This is an optimization exercise on Yosys and OpenROAD, whose aim is small area and a short achievable clock period, not a production implementation.
RTL that was checked went through simulation tests only; none was proved equivalent to the original.

==> inputs of build 11 <==
// matrix_convol
module matrix_convol #(parameter m=9, f=3) (clk, rst, a, b, stride, out, done);
clock: 11.0 ns
lec_check: 0
cap_margin: 20
core_margin: 2
core_utilization: 40
cts_buf_list: sky130_fd_sc_hd__clkbuf_8
cts_cluster_diameter: 60
cts_cluster_size: 18
slew_margin: 20
standard.sh (not shown) runs the stock make flow with config.mk's settings and CLKGATE_MAP_FILE= SYNTH_SCRIPT=/design/flow/synth_recipe.tcl, a recipe that flattens the netlist after the stock synthesis.
==> flow/flow/run.sh <==
#!/bin/bash
# The standard layout (the standard.sh, every step unchanged), with the
# ports buffered by a plain buffer (buf_4) and a clock tree without dummy
# loads, with clkbuf_16 at its root and upper level and clkbuf_8 at its leaves.
set -euo pipefail
export BUFFER_PORTS_ARGS="-buffer_cell sky130_fd_sc_hd__buf_4"
export CTS_ARGS="-sink_clustering_enable -repair_clock_nets -sink_clustering_size 18 -sink_clustering_max_diameter 60 -buf_list sky130_fd_sc_hd__clkbuf_8 -root_buf sky130_fd_sc_hd__clkbuf_16 -dont_use_dummy_load"
bash standard.sh > standard.log 2>&1
==> inputs of build 85, as changes to build 11 <==
--- a/flow/design.v
+++ b/flow/design.v
@@ -4,12 +4,13 @@
 input [7:0] a, b;
 input [3:0] stride;
 output reg [15:0] out;
 output reg done;
 localparam [1:0] S_IDLE = 2'd0, S_LOAD = 2'd1, S_MAC = 2'd2, S_STEP = 2'd3;
 reg [1:0] state;
+reg [3:0] lr;       
 reg [3:0] lc;       
 reg [2:0] cc, cr;   
 reg       ov;       
 reg [3:0] strd;     
 reg       upd;      
 reg [647:0] xq;     
@@ -25,20 +26,20 @@
 wire last_e  = (lc == 4'd8);
 integer R, j;
 always @(posedge clk) begin
     for (R = 0; R < 9; R = R + 1) begin
         for (j = 1; j < 9; j = j + 1)
             xq[(9*R+j)*8 +: 8] <= xq[(9*R+j-1)*8 +: 8];
-        if (ld_st && rs[R])
+        if (ld_st && lr == R)
             xq[(9*R)*8 +: 8] <= ~a;
         else
             xq[(9*R)*8 +: 8] <= xq[(9*R+8)*8 +: 8];
     end
     for (j = 1; j < 9; j = j + 1)
         hq[j*8 +: 8] <= hq[(j-1)*8 +: 8];
-    if (ld_st && rs[0])
+    if (ld_st && lr == 4'd0)
         hq[7:0] <= ~b;
     else
         hq[7:0] <= hq[71:64];
 end
 reg [7:0] xt, ht;
 always @(*) begin
@@ -187,17 +188,13 @@
     endcase
 end
 wire first = step_st && lc == 4'd0;           
 wire clr   = step_st && lc == 4'd1;           
 wire stop  = mac_st && lc == 4'd5;            
 always @(posedge clk) begin
-    if (state == S_IDLE)
-        rs <= 9'd1;
-    else if (ld_st) begin
-        if (last_e) rs <= rs << 1;
-    end else if (first) begin
+    if (first) begin
         rs <= rs_n; r <= r_n; c <= c_n;
     end else if (stop) begin
         rs <= 9'd0;
     end else if (c == 2'd2) begin
         c <= 2'd0;
         if (r == 2'd2) begin r <= 2'd0; rs <= rs >> 2; end
@@ -362,13 +359,13 @@
 end
 always @(posedge clk) begin
     if (rst)
         state <= S_IDLE;
     else case (state)
         S_IDLE: state <= S_LOAD;
-        S_LOAD: state <= (rs == 9'd0) ? S_MAC : S_LOAD;
+        S_LOAD: state <= (lr == 4'd9) ? S_MAC : S_LOAD;
         S_MAC:  state <= S_STEP;
         default: state <= (ov || (cc == 3'd6 && cr == 3'd6 && last_e)) ? S_IDLE : S_MAC;
     endcase
 end
 wire take = mac_st && last_e;
 wire keep = ld_st || (state[1] && !take);
@@ -382,18 +379,18 @@
     strd <= stride;
     upd  <= step_st && last_e;
 end
 always @(posedge clk) begin
     case (state)
         S_IDLE: begin
-            lc <= 4'd0;
+            lr <= 4'd0; lc <= 4'd0;
             cc <= 3'd0; cr <= 3'd0; ov <= 1'b0;
         end
         S_LOAD: begin
-            if (rs == 9'd0) lc <= 4'd0;
-            else if (last_e) lc <= 4'd0;
+            if (lr == 4'd9) lc <= 4'd0;
+            else if (last_e) begin lc <= 4'd0; lr <= lr + 4'd1; end
             else lc <= lc + 4'd1;
         end
         S_MAC: begin
             if (upd) begin
                 if (cc != 3'd6) begin
                     cc <= ccs[2:0];
==> flow/flow/run.sh (replaced) <==
#!/bin/bash
# The standard layout (the standard.sh, every step unchanged), with the
# ports buffered by a plain buffer (buf_4) and a clock tree without dummy
# loads, with clkbuf_16 at its root and upper level and clkbuf_8 at its leaves.
set -euo pipefail
export BUFFER_PORTS_ARGS="-buffer_cell sky130_fd_sc_hd__buf_4"
export CTS_ARGS="-sink_clustering_enable -repair_clock_nets -sink_clustering_size 20 -sink_clustering_max_diameter 60 -buf_list sky130_fd_sc_hd__clkbuf_8 -root_buf sky130_fd_sc_hd__clkbuf_16 -dont_use_dummy_load"
bash standard.sh > standard.log 2>&1
- CORE_UTILIZATION: 40 -> 60
- CTS_CLUSTER_SIZE: 18 -> 20
==> inputs of build 28, as changes to build 11 <==
--- a/flow/design.v
+++ b/flow/design.v
@@ -4,12 +4,13 @@
 input [7:0] a, b;
 input [3:0] stride;
 output reg [15:0] out;
 output reg done;
 localparam [1:0] S_IDLE = 2'd0, S_LOAD = 2'd1, S_MAC = 2'd2, S_STEP = 2'd3;
 reg [1:0] state;
+reg [3:0] lr;       
 reg [3:0] lc;       
 reg [2:0] cc, cr;   
 reg       ov;       
 reg [3:0] strd;     
 reg       upd;      
 reg [647:0] xq;     
@@ -25,27 +26,27 @@
 wire last_e  = (lc == 4'd8);
 integer R, j;
 always @(posedge clk) begin
     for (R = 0; R < 9; R = R + 1) begin
         for (j = 1; j < 9; j = j + 1)
             xq[(9*R+j)*8 +: 8] <= xq[(9*R+j-1)*8 +: 8];
-        if (ld_st && rs[R])
-            xq[(9*R)*8 +: 8] <= ~a;
+        if (ld_st && lr == R)
+            xq[(9*R)*8 +: 8] <= a;
         else
             xq[(9*R)*8 +: 8] <= xq[(9*R+8)*8 +: 8];
     end
     for (j = 1; j < 9; j = j + 1)
         hq[j*8 +: 8] <= hq[(j-1)*8 +: 8];
-    if (ld_st && rs[0])
-        hq[7:0] <= ~b;
+    if (ld_st && lr == 4'd0)
+        hq[7:0] <= b;
     else
         hq[7:0] <= hq[71:64];
 end
 reg [7:0] xt, ht;
 always @(*) begin
-    xt = {8{~|rs}};
+    xt = 8'd0;
     ht = 8'd0;
     for (R = 0; R < 9; R = R + 1) begin
         xt = xt | ({8{rs[R]}} & xq[(9*R + (3*R)%9)*8 +: 8]);
         ht = ht | ({8{hs[R]}} & hq[R*8 +: 8]);
     end
 end
@@ -187,91 +188,87 @@
     endcase
 end
 wire first = step_st && lc == 4'd0;           
 wire clr   = step_st && lc == 4'd1;           
 wire stop  = mac_st && lc == 4'd5;            
 always @(posedge clk) begin
-    if (state == S_IDLE)
-        rs <= 9'd1;
-    else if (ld_st) begin
-        if (last_e) rs <= rs << 1;
-    end else if (first) begin
+    if (first) begin
         rs <= rs_n; r <= r_n; c <= c_n;
     end else if (stop) begin
         rs <= 9'd0;
     end else if (c == 2'd2) begin
         c <= 2'd0;
         if (r == 2'd2) begin r <= 2'd0; rs <= rs >> 2; end
         else begin r <= r + 2'd1; rs <= rs << 1; end
     end else
         c <= c + 2'd1;
 end
-wire m_pp0_0 = ~(xr[0] | hr[0]);
-wire m_pp0_1 = ~(xr[1] | hr[0]);
-wire m_pp0_2 = ~(xr[2] | hr[0]);
-wire m_pp0_3 = ~(xr[3] | hr[0]);
-wire m_pp0_4 = ~(xr[4] | hr[0]);
-wire m_pp0_5 = ~(xr[5] | hr[0]);
-wire m_pp0_6 = ~(xr[6] | hr[0]);
-wire m_pp0_7 = ~(xr[7] | hr[0]);
-wire m_pp1_0 = ~(xr[0] | hr[1]);
-wire m_pp1_1 = ~(xr[1] | hr[1]);
-wire m_pp1_2 = ~(xr[2] | hr[1]);
-wire m_pp1_3 = ~(xr[3] | hr[1]);
-wire m_pp1_4 = ~(xr[4] | hr[1]);
-wire m_pp1_5 = ~(xr[5] | hr[1]);
-wire m_pp1_6 = ~(xr[6] | hr[1]);
-wire m_pp1_7 = ~(xr[7] | hr[1]);
-wire m_pp2_0 = ~(xr[0] | hr[2]);
-wire m_pp2_1 = ~(xr[1] | hr[2]);
-wire m_pp2_2 = ~(xr[2] | hr[2]);
-wire m_pp2_3 = ~(xr[3] | hr[2]);
-wire m_pp2_4 = ~(xr[4] | hr[2]);
-wire m_pp2_5 = ~(xr[5] | hr[2]);
-wire m_pp2_6 = ~(xr[6] | hr[2]);
-wire m_pp2_7 = ~(xr[7] | hr[2]);
-wire m_pp3_0 = ~(xr[0] | hr[3]);
-wire m_pp3_1 = ~(xr[1] | hr[3]);
-wire m_pp3_2 = ~(xr[2] | hr[3]);
-wire m_pp3_3 = ~(xr[3] | hr[3]);
-wire m_pp3_4 = ~(xr[4] | hr[3]);
-wire m_pp3_5 = ~(xr[5] | hr[3]);
-wire m_pp3_6 = ~(xr[6] | hr[3]);
-wire m_pp3_7 = ~(xr[7] | hr[3]);
-wire m_pp4_0 = ~(xr[0] | hr[4]);
-wire m_pp4_1 = ~(xr[1] | hr[4]);
-wire m_pp4_2 = ~(xr[2] | hr[4]);
-wire m_pp4_3 = ~(xr[3] | hr[4]);
-wire m_pp4_4 = ~(xr[4] | hr[4]);
-wire m_pp4_5 = ~(xr[5] | hr[4]);
-wire m_pp4_6 = ~(xr[6] | hr[4]);
-wire m_pp4_7 = ~(xr[7] | hr[4]);
-wire m_pp5_0 = ~(xr[0] | hr[5]);
-wire m_pp5_1 = ~(xr[1] | hr[5]);
-wire m_pp5_2 = ~(xr[2] | hr[5]);
-wire m_pp5_3 = ~(xr[3] | hr[5]);
-wire m_pp5_4 = ~(xr[4] | hr[5]);
-wire m_pp5_5 = ~(xr[5] | hr[5]);
-wire m_pp5_6 = ~(xr[6] | hr[5]);
-wire m_pp5_7 = ~(xr[7] | hr[5]);
-wire m_pp6_0 = ~(xr[0] | hr[6]);
-wire m_pp6_1 = ~(xr[1] | hr[6]);
-wire m_pp6_2 = ~(xr[2] | hr[6]);
-wire m_pp6_3 = ~(xr[3] | hr[6]);
-wire m_pp6_4 = ~(xr[4] | hr[6]);
-wire m_pp6_5 = ~(xr[5] | hr[6]);
-wire m_pp6_6 = ~(xr[6] | hr[6]);
-wire m_pp6_7 = ~(xr[7] | hr[6]);
-wire m_pp7_0 = ~(xr[0] | hr[7]);
-wire m_pp7_1 = ~(xr[1] | hr[7]);
-wire m_pp7_2 = ~(xr[2] | hr[7]);
-wire m_pp7_3 = ~(xr[3] | hr[7]);
-wire m_pp7_4 = ~(xr[4] | hr[7]);
-wire m_pp7_5 = ~(xr[5] | hr[7]);
-wire m_pp7_6 = ~(xr[6] | hr[7]);
-wire m_pp7_7 = ~(xr[7] | hr[7]);
+wire m_pp0_0 = xr[0] & hr[0];
+wire m_pp0_1 = xr[1] & hr[0];
+wire m_pp0_2 = xr[2] & hr[0];
+wire m_pp0_3 = xr[3] & hr[0];
+wire m_pp0_4 = xr[4] & hr[0];
+wire m_pp0_5 = xr[5] & hr[0];
+wire m_pp0_6 = xr[6] & hr[0];
+wire m_pp0_7 = xr[7] & hr[0];
+wire m_pp1_0 = xr[0] & hr[1];
+wire m_pp1_1 = xr[1] & hr[1];
+wire m_pp1_2 = xr[2] & hr[1];
+wire m_pp1_3 = xr[3] & hr[1];
+wire m_pp1_4 = xr[4] & hr[1];
+wire m_pp1_5 = xr[5] & hr[1];
+wire m_pp1_6 = xr[6] & hr[1];
+wire m_pp1_7 = xr[7] & hr[1];
+wire m_pp2_0 = xr[0] & hr[2];
+wire m_pp2_1 = xr[1] & hr[2];
+wire m_pp2_2 = xr[2] & hr[2];
+wire m_pp2_3 = xr[3] & hr[2];
+wire m_pp2_4 = xr[4] & hr[2];
+wire m_pp2_5 = xr[5] & hr[2];
+wire m_pp2_6 = xr[6] & hr[2];
+wire m_pp2_7 = xr[7] & hr[2];
+wire m_pp3_0 = xr[0] & hr[3];
+wire m_pp3_1 = xr[1] & hr[3];
+wire m_pp3_2 = xr[2] & hr[3];
+wire m_pp3_3 = xr[3] & hr[3];
+wire m_pp3_4 = xr[4] & hr[3];
+wire m_pp3_5 = xr[5] & hr[3];
+wire m_pp3_6 = xr[6] & hr[3];
+wire m_pp3_7 = xr[7] & hr[3];
+wire m_pp4_0 = xr[0] & hr[4];
+wire m_pp4_1 = xr[1] & hr[4];
+wire m_pp4_2 = xr[2] & hr[4];
+wire m_pp4_3 = xr[3] & hr[4];
+wire m_pp4_4 = xr[4] & hr[4];
+wire m_pp4_5 = xr[5] & hr[4];
+wire m_pp4_6 = xr[6] & hr[4];
+wire m_pp4_7 = xr[7] & hr[4];
+wire m_pp5_0 = xr[0] & hr[5];
+wire m_pp5_1 = xr[1] & hr[5];
+wire m_pp5_2 = xr[2] & hr[5];
+wire m_pp5_3 = xr[3] & hr[5];
+wire m_pp5_4 = xr[4] & hr[5];
+wire m_pp5_5 = xr[5] & hr[5];
+wire m_pp5_6 = xr[6] & hr[5];
+wire m_pp5_7 = xr[7] & hr[5];
+wire m_pp6_0 = xr[0] & hr[6];
+wire m_pp6_1 = xr[1] & hr[6];
+wire m_pp6_2 = xr[2] & hr[6];
+wire m_pp6_3 = xr[3] & hr[6];
+wire m_pp6_4 = xr[4] & hr[6];
+wire m_pp6_5 = xr[5] & hr[6];
+wire m_pp6_6 = xr[6] & hr[6];
+wire m_pp6_7 = xr[7] & hr[6];
+wire m_pp7_0 = xr[0] & hr[7];
+wire m_pp7_1 = xr[1] & hr[7];
+wire m_pp7_2 = xr[2] & hr[7];
+wire m_pp7_3 = xr[3] & hr[7];
+wire m_pp7_4 = xr[4] & hr[7];
+wire m_pp7_5 = xr[5] & hr[7];
+wire m_pp7_6 = xr[6] & hr[7];
+wire m_pp7_7 = xr[7] & hr[7];
 wire m_s1 = m_pp0_6 ^ m_pp1_5;
 wire m_c2 = m_pp0_6 & m_pp1_5;
 wire m_s3 = m_pp0_7 ^ m_pp1_6 ^ m_pp2_5;
 wire m_c4 = (m_pp0_7 & m_pp1_6) | (m_pp0_7 & m_pp2_5) | (m_pp1_6 & m_pp2_5);
 wire m_s5 = m_pp3_4 ^ m_pp4_3;
 wire m_c6 = m_pp3_4 & m_pp4_3;
@@ -362,41 +359,38 @@
 end
 always @(posedge clk) begin
     if (rst)
         state <= S_IDLE;
     else case (state)
         S_IDLE: state <= S_LOAD;
-        S_LOAD: state <= (rs == 9'd0) ? S_MAC : S_LOAD;
+        S_LOAD: state <= (lr == 4'd9) ? S_MAC : S_LOAD;
         S_MAC:  state <= S_STEP;
         default: state <= (ov || (cc == 3'd6 && cr == 3'd6 && last_e)) ? S_IDLE : S_MAC;
     endcase
 end
-wire take = mac_st && last_e;
-wire keep = ld_st || (state[1] && !take);
-always @(posedge clk) begin
-    out  <= (acc & {16{take}}) | (out & {16{keep}});
-    done <= state[1] && last_e;
-end
 wire [4:0] ccs = cc + strd;
 wire [4:0] crs = cr + strd;
 always @(posedge clk) begin
     strd <= stride;
     upd  <= step_st && last_e;
 end
 always @(posedge clk) begin
     case (state)
         S_IDLE: begin
-            lc <= 4'd0;
+            lr <= 4'd0; lc <= 4'd0;
             cc <= 3'd0; cr <= 3'd0; ov <= 1'b0;
+            done <= 1'b0; out <= 16'd0;
         end
         S_LOAD: begin
-            if (rs == 9'd0) lc <= 4'd0;
-            else if (last_e) lc <= 4'd0;
+            if (lr == 4'd9) lc <= 4'd0;
+            else if (last_e) begin lc <= 4'd0; lr <= lr + 4'd1; end
             else lc <= lc + 4'd1;
         end
         S_MAC: begin
+            done <= last_e;
+            if (last_e) out <= acc;
             if (upd) begin
                 if (cc != 3'd6) begin
                     cc <= ccs[2:0];
                     ov <= ccs > 5'd6;
                 end else begin
                     cc <= 3'd0;
==> flow/flow/run.sh (replaced) <==
#!/bin/bash
# The standard layout (the standard.sh, every step unchanged), with the
# ports buffered by a plain buffer (buf_4) no dummy clock loads, and timing repair aimed at a 3.1 ns period.
set -euo pipefail
export BUFFER_PORTS_ARGS="-buffer_cell sky130_fd_sc_hd__buf_4"
export CTS_ARGS="-sink_clustering_enable -repair_clock_nets -sink_clustering_size 20 -sink_clustering_max_diameter 60 -buf_list sky130_fd_sc_hd__clkbuf_8 -dont_use_dummy_load"
export SETUP_SLACK_MARGIN=7.9
bash standard.sh > standard.log 2>&1
- CTS_CLUSTER_SIZE: 18 -> 20
==> notes <==
- Maximum frequency, lowest first: build 28, build 85, build 11.
- Cell count, highest first: build 11, build 28, build 85.
- Synthesized cell count: build 28 < build 85 < build 11.
- First-iteration DRC count: build 11 > build 85 > build 28.
The RTL of build 11 was laid out without a check of its function.

afterwards: timing with drivers on the ports:
In the flow no input, the clock included, has a driving cell. The finished layouts below were timed again as built, in two steps.
Step 1 (the two cells are an assumption about what drives the block):
set clk [get_ports {clk}]
set_driving_cell -lib_cell sky130_fd_sc_hd__clkbuf_16 $clk
set_driving_cell -lib_cell sky130_fd_sc_hd__buf_2 [delete_from_list [all_inputs] $clk]
Step 2, shift: input delay + t, output delay - t, t = (earliest + latest rising clock arrival at the registers) / 2. This alone moves slack from input paths to output paths.
a / b / c = ideal ports / drivers / drivers and shift; a / b = the first two.
run	t, ns	slack for setup (ns)	hold WS [ns]	clock arrival spread, ns	worst slew at a driven data input, ns
build 11	0.609	7.755 / 7.697 / 8.022	0.265 / 0.265 / 0.265	0.090 / 0.090	0.05
build 85	0.594	7.730 / 7.674 / 7.954	0.285 / 0.285 / 0.285	0.063 / 0.063	0.04
build 28	0.701	7.620 / 7.568 / 7.999	0.252 / 0.252 / 0.252	0.103 / 0.103	0.05
After both steps setup and hold are still met in every run listed.
